This design comes from an exercise in tuning for small area on the open sky130 flow, not from production work. Function was checked by simulation only, so behaviour that the tests miss may differ from the original. No driver is modelled on the clock port, so clocking that relies on it looks cheaper here than on a real chip. Power is estimated from default activity; no workload was simulated.

== ember ==
==> flow/design.v <==
module popcount #(
	parameter W_IN = 8,
	parameter W_OUT = $clog2(W_IN + 1)
) (
	input  wire [W_IN-1:0]  din,
	output wire [W_OUT-1:0] dout
);
reg [W_OUT-1:0] accum;
integer i;
always @ (*) begin
	accum = {W_OUT{1'b0}};
	for (i = 0; i < W_IN; i = i + 1)
		accum = accum + din[i];
end
assign dout = accum;
endmodule
module tmds_minimise (
	input  wire [7:0] d,
	output wire [8:0] q_m
);
wire s1 = d[1] ^ d[2] ^ d[3];
wire c1 = d[1] & d[2] | d[1] & d[3] | d[2] & d[3];
wire s2 = d[4] ^ d[5] ^ d[6];
wire c2 = d[4] & d[5] | d[4] & d[6] | d[5] & d[6];
wire c3 = s1 & s2 | s1 & d[7] | s2 & d[7];
wire x = c1 & c2 | c1 & c3 | c2 & c3;
wire [7:0] pre;
assign pre[0] = d[0];
genvar i;
generate for (i = 1; i < 8; i = i + 1) begin: chain
	assign pre[i] = pre[i - 1] ^ d[i];
end endgenerate
assign q_m = {!x, pre ^ {4{x, 1'b0}}};
endmodule
module tmds_balance (
	input  wire [8:0] q_m,
	input  wire [3:0] imb,
	output wire [9:0] q,
	output wire [3:0] imb_next
);
wire [3:0] n_q;
popcount #(.W_IN(8)) pc_q (.din(q_m[7:0]), .dout(n_q));
wire b3 = n_q[3], b2 = n_q[2];
wire x = !q_m[8];
wire imb_zero = imb[2:0] == 3'd0;
wire n_four = n_q[2:0] == 3'd4;
wire n_low = !b3 && !b2;
wire inv = imb_zero || n_four ? x : (imb[3] == n_low);
assign q = {inv, q_m[8], q_m[7:0] ^ {8{inv}}};
wire [3:0] k = inv ? 4'd5 : 4'd11;
assign imb_next = imb + (n_q ^ {4{inv}}) + k + {3'b000, q_m[8]};
endmodule
module dvi_timing (
	input  wire clk,
	input  wire rst_n,
	input  wire en,
	output wire den_now,    
	output wire started,    
	output wire den3,       
	output wire vsync3,     
	output wire hsync3      
);
reg [2:0] en_d;
reg [1:0] age;
always @ (posedge clk or negedge rst_n) begin
	if (!rst_n) begin
		en_d <= 3'b000;
		age <= 2'd0;
	end else begin
		en_d <= {en_d[1:0], en};
		if (age != 2'd3)
			age <= age + 1'b1;
	end
end
assign started = age != 2'd0;
wire ready = age == 2'd3;
reg [3:0] h_lo;
reg [5:0] h_hi;
reg [9:0] v_pos;
wire h_lo_end  = &h_lo;
wire h_last    = h_hi[5] && h_hi[4] && h_hi[0];    
wire h_act_end = h_hi[5] && h_hi[4] && !h_hi[0];   
wire v_advance = h_act_end && h_lo_end;
wire v_last    = &v_pos[9:5] && v_pos[3] && v_pos[0];  
always @ (posedge clk) begin
	if (!en_d[2]) begin
		h_lo <= 4'd15;
		h_hi <= 6'd49;
		v_pos <= 10'd1001;
	end else begin
		h_lo <= h_lo + 1'b1;
		if (h_lo_end)
			h_hi <= h_last ? 6'd0 : h_hi + 1'b1;
		if (v_advance)
			v_pos <= v_last ? 10'd477 : v_pos + 1'b1;
	end
end
wire h_sync   = !(h_hi[5] || h_hi[4] || h_hi[3]) && !(h_hi[2] && h_hi[1]);  
wire h_active = (h_hi[5] || h_hi[4] || h_hi[3] && (h_hi[2] || h_hi[1] || h_hi[0])) && !h_last;  
wire v_sync   = !v_pos[9] && !v_pos[5] && !(&v_pos[4:0]);  
wire v_active = v_pos[9] && !(&v_pos[8:5]);                
wire lo_ge13   = h_lo[3] && h_lo[2] && (h_lo[1] || h_lo[0]);
wire h_is8     = h_hi == 6'd8;
wire h_ahead   = (h_active && !h_act_end) || (h_is8 && lo_ge13) || (h_act_end && !lo_ge13);
assign den_now = &en_d && h_ahead && v_active;
assign den3   = ready && h_active && v_active;
assign hsync3 = ready && !h_sync;
assign vsync3 = ready && !v_sync;
endmodule
module dvi_tx_parallel (
	input  wire       clk,
	input  wire       rst_n,
	input  wire       en,
	input  wire [7:0] r,
	input  wire [7:0] g,
	input  wire [7:0] b,
	output wire       rgb_rdy,
	output wire [9:0] tmds2,
	output wire [9:0] tmds1,
	output wire [9:0] tmds0
);
wire started, den3, vsync3, hsync3;
dvi_timing inst_dvi_timing (
	.clk     (clk),
	.rst_n   (rst_n),
	.en      (en),
	.den_now (rgb_rdy),
	.started (started),
	.den3    (den3),
	.vsync3  (vsync3),
	.hsync3  (hsync3)
);
wire [1:0] c3 = {vsync3, hsync3};
reg  [23:0] p1, p2;
reg  [8:0]  m2, m1, m0;
wire [8:0]  m2_nxt, m1_nxt, m0_nxt;
tmds_minimise min2 (.d(p2[23:16]), .q_m(m2_nxt));
tmds_minimise min1 (.d(p2[15:8]),  .q_m(m1_nxt));
tmds_minimise min0 (.d(p2[7:0]),   .q_m(m0_nxt));
always @ (posedge clk) begin
	p1 <= {r, g, b};
	p2 <= p1;
	m2 <= m2_nxt;
	m1 <= m1_nxt;
	m0 <= m0_nxt;
end
reg  [3:0] imb2, imb1, imb0;
wire [3:0] imb2_nxt, imb1_nxt, imb0_nxt;
wire [9:0] e2, e1, e0;
tmds_balance bal2 (.q_m(m2), .imb(imb2), .q(e2), .imb_next(imb2_nxt));
tmds_balance bal1 (.q_m(m1), .imb(imb1), .q(e1), .imb_next(imb1_nxt));
tmds_balance bal0 (.q_m(m0), .imb(imb0), .q(e0), .imb_next(imb0_nxt));
always @ (posedge clk) begin
	imb2 <= den3 ? imb2_nxt : 4'd0;
	imb1 <= den3 ? imb1_nxt : 4'd0;
	imb0 <= den3 ? imb0_nxt : 4'd0;
end
wire [9:0] ctl0 = {c3[1] ~^ c3[0], !c3[0], {3{c3[0], !c3[0]}}, c3[0], c3[0]};
wire [9:0] ctl00 = 10'b1101010100;
assign tmds2 = den3 ? e2 : ctl00 & {10{started}};
assign tmds1 = den3 ? e1 : ctl00 & {10{started}};
assign tmds0 = den3 ? e0 : ctl0  & {10{started}};
endmodule
==> flow/config.mk <==
export PLATFORM = sky130hd
export DESIGN_NAME = dvi_tx_parallel
export DESIGN_NICKNAME = dvi_tx_parallel
export VERILOG_FILES = /design/flow/design.v
export SDC_FILE = /design/flow/constraint.sdc
export NUM_CORES = 4
export LEC_CHECK = 0
export CAP_MARGIN = 20
export CORE_MARGIN = 2
export CORE_UTILIZATION = 70
export SLEW_MARGIN = 20
==> flow/constraint.sdc <==
create_clock -name core_clock -period 6.0 [get_ports {clk}]
set_input_delay 1.2000 -clock core_clock [delete_from_list [all_inputs] [get_ports {clk}]]
set_output_delay 1.2000 -clock core_clock [all_outputs]
set_load 0.01 [all_outputs]
standard.sh (not shown) runs the stock make flow with config.mk's settings and CLKGATE_MAP_FILE= SYNTH_SCRIPT=/design/flow/synth_recipe.tcl, a recipe that flattens the netlist after the stock synthesis.
==> flow/flow/run.sh <==
#!/bin/bash
# Layout flow: the standard flow, with an area-oriented synthesis (the
# logic mapped by each of the ABC scripts flow/abc_*.script, keeping the
# smallest, with no separate full/half-adder mapping), unit-size port buffers
# and a clock tree of small buffers without dummy loads, where each buffer
# whose output slew comes out high is then upsized (flow/post_cts.tcl).
set -euo pipefail
W=$(pwd)

# A private copy of ORFS's scripts whose synth.tcl calls my_abc_best
# (flow/abc_best.tcl) in place of its single abc call.
rm -rf "$W/scripts_area"
cp -r "$FLOW_HOME/scripts" "$W/scripts_area"
grep -q '^  log_cmd abc {\*}\$abc_args$' "$W/scripts_area/synth.tcl"
sed -i 's|^  log_cmd abc {\*}\$abc_args$|  source '"$W"'/flow/abc_best.tcl; my_abc_best $abc_args|' "$W/scripts_area/synth.tcl"
export FLOW_ABC_DIR="$W/flow"

bash standard.sh SCRIPTS_DIR="$W/scripts_area" ABC_AREA=1 ADDER_MAP_FILE= synth > "$W/synth.log" 2>&1

bash standard.sh \
	BUFFER_PORTS_ARGS="-buffer_cell sky130_fd_sc_hd__buf_1" \
	CTS_ARGS="-sink_clustering_enable -repair_clock_nets -buf_list sky130_fd_sc_hd__clkbuf_4 -dont_use_dummy_load" \
	POST_CTS_TCL="$W/flow/post_cts.tcl" \
	finish > "$W/layout.log" 2>&1
Other scripts of this flow, unchanged in this note and not shown: flow/flow/abc_1.script, flow/flow/abc_2.script, flow/flow/abc_3.script, flow/flow/abc_4.script, flow/flow/abc_5.script, flow/flow/abc_6.script, flow/flow/abc_best.tcl, flow/flow/post_cts.tcl
What yarrow does differently from ember at the input level:
--- a/flow/design.v
+++ b/flow/design.v
@@ -39,14 +39,14 @@
 	output wire [3:0] imb_next
 );
 wire [3:0] n_q;
 popcount #(.W_IN(8)) pc_q (.din(q_m[7:0]), .dout(n_q));
 wire b3 = n_q[3], b2 = n_q[2];
 wire x = !q_m[8];
-wire imb_zero = imb[2:0] == 3'd0;
-wire n_four = n_q[2:0] == 3'd4;
+wire imb_zero = imb == 4'd0;
+wire n_four = n_q == 4'd4;
 wire n_low = !b3 && !b2;
 wire inv = imb_zero || n_four ? x : (imb[3] == n_low);
 assign q = {inv, q_m[8], q_m[7:0] ^ {8{inv}}};
 wire [3:0] k = inv ? 4'd5 : 4'd11;
 assign imb_next = imb + (n_q ^ {4{inv}}) + k + {3'b000, q_m[8]};
 endmodule
==> comparison <==
- In the metrics for yarrow and ember, the one carrying the higher post-synthesis instance area is yarrow.
- The run showing the greater area share of and/or/nand/nor cells after synthesis is yarrow.
- yarrow against ember: switching part of the total went down 0.62 points, share of power burned in the clock network went up 0.2 points, setup slack went up 0.19 ns.
- yarrow: total global-route track usage is 1.5 points higher than what ember reported.

==> port drivers added, routing unchanged <==
The flow's constraints put no driver on any port. The routed layouts listed below were extracted and timed again, unchanged, in two steps. Step 1 (the two cells are an assumption about what drives the block):
set clk [get_ports {clk}]
set_driving_cell -lib_cell sky130_fd_sc_hd__clkbuf_16 $clk
set_driving_cell -lib_cell sky130_fd_sc_hd__buf_2 [delete_from_list [all_inputs] $clk]
Step 2 also shifts input and output timing later by t, the mid clock arrival at the registers, as if the neighbouring blocks saw the same clock. Slacks: no drivers / after step 1 / after step 2; pairs: no drivers / after step 1.
run | t (ns) | setup WS [ns] | clock arrival spread, ns | worst register clock-pin slew, ns
ember | 0.340 | 0.552 / 0.515 / 0.855 | 0.042 / 0.042 | 0.09 / 0.09
yarrow | 0.346 | 0.744 / 0.710 / 1.056 | 0.050 / 0.050 | 0.10 / 0.10
After both steps every run listed still meets setup and hold.
